This is an optimization exercise on Yosys and OpenROAD, whose aim is small area, not a production implementation.
RTL that was checked went through simulation tests only; none was proved equivalent to the original.
No activity file was given, so power comes from the tool's default toggle rates.

==> flow/design.v <==
module PSEC6_spi (
    input logic rstn,  
    input logic spi_clk,
    input logic pico,
    input logic cs,  
    input logic trigger_in,  
    input logic [7:0] poci_ch,  
    input logic [7:0] stop_request,
    output logic poci,
    output logic trigger_out,
    output logic [7:0] test_point_control,  
    output logic clk_enable,
    output logic [5:0] vco_digital_band,  
    output logic [4:0] ref_clk_tgate_control,  
    output logic slow_mode,  
    output logic pfd_switch,  
    output logic pll_switch,  
    output logic [7:0] lpf_resistor_sel,  
    output logic [1:0] mode,  
    output logic [7:0] disc_polarity,  
    output logic [2:0] select_reg,  
    output logic inst_rst,  
    output logic inst_readout,  
    output logic inst_start  
);
    logic full_rstn;
    assign full_rstn = cs & rstn;
    logic [7:0] sr;       
    logic [3:0] cnt;      
    logic       past8;    
    logic [6:0] addr;     
    logic       wr_q;     
    logic       rd0;      
    logic       is_write;
    logic [7:0] r_vco, r_mask, r_inst, r_mode, r_pol, r_ref, r_slow, r_pfd, r_pll, r_tpc, r_lpf;
    always_ff @(posedge spi_clk) begin
        sr <= {sr[6:0], pico};
        wr_q <= is_write;    
    end
    logic byte_end;    
    logic addr_byte;   
    assign byte_end  = (cnt[2:0] == 3'd0) & (past8 | cnt[3]);
    assign addr_byte = cnt[3] & (~past8 | wr_q);
    always_ff @(posedge spi_clk or negedge full_rstn) begin
        if (!full_rstn) begin
            cnt <= '0;
            past8 <= 1'b0;
            addr <= '0;
        end
        else begin
            cnt <= cnt + 4'd1;
            if (cnt == 4'd8) past8 <= 1'b1;
            if (byte_end) begin
                if (addr_byte) addr <= sr[6:0];
                else if (!wr_q) addr <= addr + 7'd1;
            end
        end
    end
    always_ff @(negedge spi_clk or negedge full_rstn) begin
        if (!full_rstn) begin
            is_write <= 1'b0;
        end
        else if ((cnt[2:0] == 3'd0) & cnt[3] & (~past8 | is_write)) begin
            is_write <= sr[7];
        end
    end
    logic we;
    assign we = is_write & (cnt == 4'd0) & past8;
    localparam logic [7:0] RV_VCO  = 8'h3f;
    localparam logic [7:0] RV_MASK = 8'hff;
    localparam logic [7:0] RV_MODE = 8'h03;
    localparam logic [7:0] RV_POL  = 8'hff;
    localparam logic [7:0] RV_REF  = 8'h04;
    localparam logic [7:0] RV_PFD  = 8'h01;
    localparam logic [7:0] RV_LPF  = 8'h1f;
    logic [7:0] x_vco, x_mask, x_mode, x_pol, x_ref, x_pfd, x_lpf;
    always_ff @(negedge spi_clk or negedge rstn) begin
        if (!rstn) begin
            x_vco  <= '0;
            x_mask <= '0;
            x_mode <= '0;
            x_pol  <= '0;
            x_ref  <= '0;
            r_slow <= '0;
            x_pfd  <= '0;
            r_pll  <= '0;
            r_tpc  <= '0;
            x_lpf  <= '0;
        end
        else if (we) begin
            if (addr == 7'd1)  x_vco  <= sr ^ RV_VCO;
            if (addr == 7'd2)  x_mask <= sr ^ RV_MASK;
            if (addr == 7'd4)  x_mode <= sr ^ RV_MODE;
            if (addr == 7'd5)  x_pol  <= sr ^ RV_POL;
            if (addr == 7'd6)  x_ref  <= sr ^ RV_REF;
            if (addr == 7'd7)  r_slow <= sr;
            if (addr == 7'd8)  x_pfd  <= sr ^ RV_PFD;
            if (addr == 7'd9)  r_pll  <= sr;
            if (addr == 7'd10) r_tpc  <= sr;
            if (addr == 7'd11) x_lpf  <= sr ^ RV_LPF;
        end
    end
    assign r_vco  = x_vco  ^ RV_VCO;
    assign r_mask = x_mask ^ RV_MASK;
    assign r_mode = x_mode ^ RV_MODE;
    assign r_pol  = x_pol  ^ RV_POL;
    assign r_ref  = x_ref  ^ RV_REF;
    assign r_pfd  = x_pfd  ^ RV_PFD;
    assign r_lpf  = x_lpf  ^ RV_LPF;
    always_ff @(negedge spi_clk or negedge full_rstn) begin
        if (!full_rstn) begin
            r_inst <= 8'h00;
        end
        else if (we & (addr == 7'd3)) begin
            r_inst <= sr;
        end
    end
    logic clk_enable_rstn;
    assign clk_enable_rstn = rstn & ~trigger_in;
    always_ff @(negedge spi_clk or negedge clk_enable_rstn) begin
        if (!clk_enable_rstn) begin
            clk_enable <= 1'b0;
        end
        else if (we & (addr == 7'd3) & (sr[1:0] == 2'd3)) begin
            clk_enable <= 1'b1;
        end
    end
    logic [7:0] rdata;
    always_comb begin
        case (addr)
            7'd1:  rdata = r_vco;
            7'd2:  rdata = r_mask;
            7'd3:  rdata = r_inst;
            7'd4:  rdata = r_mode;
            7'd5:  rdata = r_pol;
            7'd6:  rdata = r_ref;
            7'd7:  rdata = r_slow;
            7'd8:  rdata = r_pfd;
            7'd9:  rdata = r_pll;
            7'd10: rdata = r_tpc;
            7'd11: rdata = r_lpf;
            default: rdata = 8'h00;
        endcase
    end
    always_ff @(posedge spi_clk) begin
        rd0 <= rdata[0];
    end
    logic poci_spi;
    always_comb begin
        if (!past8) poci_spi = 1'b0;
        else if (is_write & ((cnt - 4'd1) < 4'd8)) poci_spi = 1'b0;
        else if (cnt[2:0] == 3'd0) poci_spi = rd0;
        else poci_spi = rdata[3'd0 - cnt[2:0]];
    end
    logic in_ch;
    logic [4:0] s1;
    logic [3:0] s2;
    logic [2:0] ch_idx;
    logic [2:0] ch;
    assign in_ch = (addr >= 7'd12) & (addr <= 7'd67);
    assign s1 = {2'b0, addr[2:0]} + {2'b0, addr[5:3]} + {4'b0, addr[6]} + 5'd2;
    assign s2 = {1'b0, s1[2:0]} + {2'b0, s1[4:3]};
    assign ch_idx = (s2 >= 4'd7) ? 3'(s2 - 4'd7) : s2[2:0];    
    assign ch = ch_idx - addr[2:0] + 3'd4;                     
    assign select_reg = in_ch ? ch_idx : 3'd7;
    assign poci = in_ch ? poci_ch[ch] : poci_spi;
    assign vco_digital_band = r_vco[5:0];
    assign mode = r_mode[1:0];
    assign disc_polarity = r_pol;
    assign slow_mode = r_slow[0];
    assign pfd_switch = r_pfd[0];
    assign pll_switch = r_pll[0];
    assign test_point_control = r_tpc;
    assign lpf_resistor_sel = r_lpf;
    assign trigger_out = |(stop_request & r_mask);
    assign inst_rst     = (r_inst[1:0] == 2'd1);
    assign inst_readout = (r_inst[1:0] == 2'd2);
    assign inst_start   = (r_inst[1:0] == 2'd3);
    always_comb begin
        if (!rstn) ref_clk_tgate_control = 5'b00010;
        else begin
            case (r_ref[2:0])
                3'd0: ref_clk_tgate_control = 5'b00001;
                3'd2: ref_clk_tgate_control = 5'b00100;
                3'd3: ref_clk_tgate_control = 5'b01000;
                3'd4: ref_clk_tgate_control = 5'b10000;
                default: ref_clk_tgate_control = 5'b00010;
            endcase
        end
    end
endmodule
Settings: LEC_CHECK=0, CAP_MARGIN=20, CORE_MARGIN=2, CORE_UTILIZATION=40, SLEW_MARGIN=20; clock period 25.0 ns.
standard.sh (not shown) runs the stock make flow with config.mk's settings and CLKGATE_MAP_FILE= SYNTH_SCRIPT=/design/flow/synth_recipe.tcl, a recipe that flattens the netlist after the stock synthesis.
==> flow/flow/run.sh <==
#!/bin/bash
set -euo pipefail
export BUFFER_PORTS_ARGS="-buffer_cell sky130_fd_sc_hd__buf_1"
export REMOVE_ABC_BUFFERS=1
export CTS_ARGS="-sink_clustering_enable -repair_clock_nets -dont_use_dummy_load -buf_list {sky130_fd_sc_hd__clkbuf_4 sky130_fd_sc_hd__clkbuf_8}"
bash standard.sh > standard.log 2>&1
Next try:
--- a/flow/design.v
+++ b/flow/design.v
@@ -34,9 +34,8 @@
     logic       is_write;
     logic [7:0] r_vco, r_mask, r_inst, r_mode, r_pol, r_ref, r_slow, r_pfd, r_pll, r_tpc, r_lpf;
     always_ff @(posedge spi_clk) begin
         sr <= {sr[6:0], pico};
-        wr_q <= is_write;    
     end
     logic byte_end;    
     logic addr_byte;   
     assign byte_end  = (cnt[2:0] == 3'd0) & (past8 | cnt[3]);
@@ -44,13 +43,15 @@
     always_ff @(posedge spi_clk or negedge full_rstn) begin
         if (!full_rstn) begin
             cnt <= '0;
             past8 <= 1'b0;
+            wr_q <= 1'b0;
             addr <= '0;
         end
         else begin
             cnt <= cnt + 4'd1;
             if (cnt == 4'd8) past8 <= 1'b1;
+            wr_q <= is_write;
             if (byte_end) begin
                 if (addr_byte) addr <= sr[6:0];
                 else if (!wr_q) addr <= addr + 7'd1;
             end
@@ -65,49 +66,34 @@
         end
     end
     logic we;
     assign we = is_write & (cnt == 4'd0) & past8;
-    localparam logic [7:0] RV_VCO  = 8'h3f;
-    localparam logic [7:0] RV_MASK = 8'hff;
-    localparam logic [7:0] RV_MODE = 8'h03;
-    localparam logic [7:0] RV_POL  = 8'hff;
-    localparam logic [7:0] RV_REF  = 8'h04;
-    localparam logic [7:0] RV_PFD  = 8'h01;
-    localparam logic [7:0] RV_LPF  = 8'h1f;
-    logic [7:0] x_vco, x_mask, x_mode, x_pol, x_ref, x_pfd, x_lpf;
     always_ff @(negedge spi_clk or negedge rstn) begin
         if (!rstn) begin
-            x_vco  <= '0;
-            x_mask <= '0;
-            x_mode <= '0;
-            x_pol  <= '0;
-            x_ref  <= '0;
-            r_slow <= '0;
-            x_pfd  <= '0;
-            r_pll  <= '0;
-            r_tpc  <= '0;
-            x_lpf  <= '0;
+            r_vco  <= 8'h3f;
+            r_mask <= 8'hff;
+            r_mode <= 8'h03;
+            r_pol  <= 8'hff;
+            r_ref  <= 8'h04;
+            r_slow <= 8'h00;
+            r_pfd  <= 8'h01;
+            r_pll  <= 8'h00;
+            r_tpc  <= 8'h00;
+            r_lpf  <= 8'h1f;
         end
         else if (we) begin
-            if (addr == 7'd1)  x_vco  <= sr ^ RV_VCO;
-            if (addr == 7'd2)  x_mask <= sr ^ RV_MASK;
-            if (addr == 7'd4)  x_mode <= sr ^ RV_MODE;
-            if (addr == 7'd5)  x_pol  <= sr ^ RV_POL;
-            if (addr == 7'd6)  x_ref  <= sr ^ RV_REF;
+            if (addr == 7'd1)  r_vco  <= sr;
+            if (addr == 7'd2)  r_mask <= sr;
+            if (addr == 7'd4)  r_mode <= sr;
+            if (addr == 7'd5)  r_pol  <= sr;
+            if (addr == 7'd6)  r_ref  <= sr;
             if (addr == 7'd7)  r_slow <= sr;
-            if (addr == 7'd8)  x_pfd  <= sr ^ RV_PFD;
+            if (addr == 7'd8)  r_pfd  <= sr;
             if (addr == 7'd9)  r_pll  <= sr;
             if (addr == 7'd10) r_tpc  <= sr;
-            if (addr == 7'd11) x_lpf  <= sr ^ RV_LPF;
+            if (addr == 7'd11) r_lpf  <= sr;
         end
     end
-    assign r_vco  = x_vco  ^ RV_VCO;
-    assign r_mask = x_mask ^ RV_MASK;
-    assign r_mode = x_mode ^ RV_MODE;
-    assign r_pol  = x_pol  ^ RV_POL;
-    assign r_ref  = x_ref  ^ RV_REF;
-    assign r_pfd  = x_pfd  ^ RV_PFD;
-    assign r_lpf  = x_lpf  ^ RV_LPF;
     always_ff @(negedge spi_clk or negedge full_rstn) begin
         if (!full_rstn) begin
             r_inst <= 8'h00;
         end
After rerunning: Cell area went up by about 1.4%. Register-to-register slack is better by 650 ps. Total power came out higher by about 30%. Worst setup slack improves by 270 ps. Cell count falls by 7.5%. Routed wire length shrinks by about 7%. Sequential power went up by about 4%. Flip-flop and latch count stays the same. Die area shrinks by 0.71%. Synthesized cell count went down by about 16%. Clock skew goes up by 47 ps. Combinational power rises by about 50%.
Function not checked in the first run of this note: the RTL went through the layout flow alone.
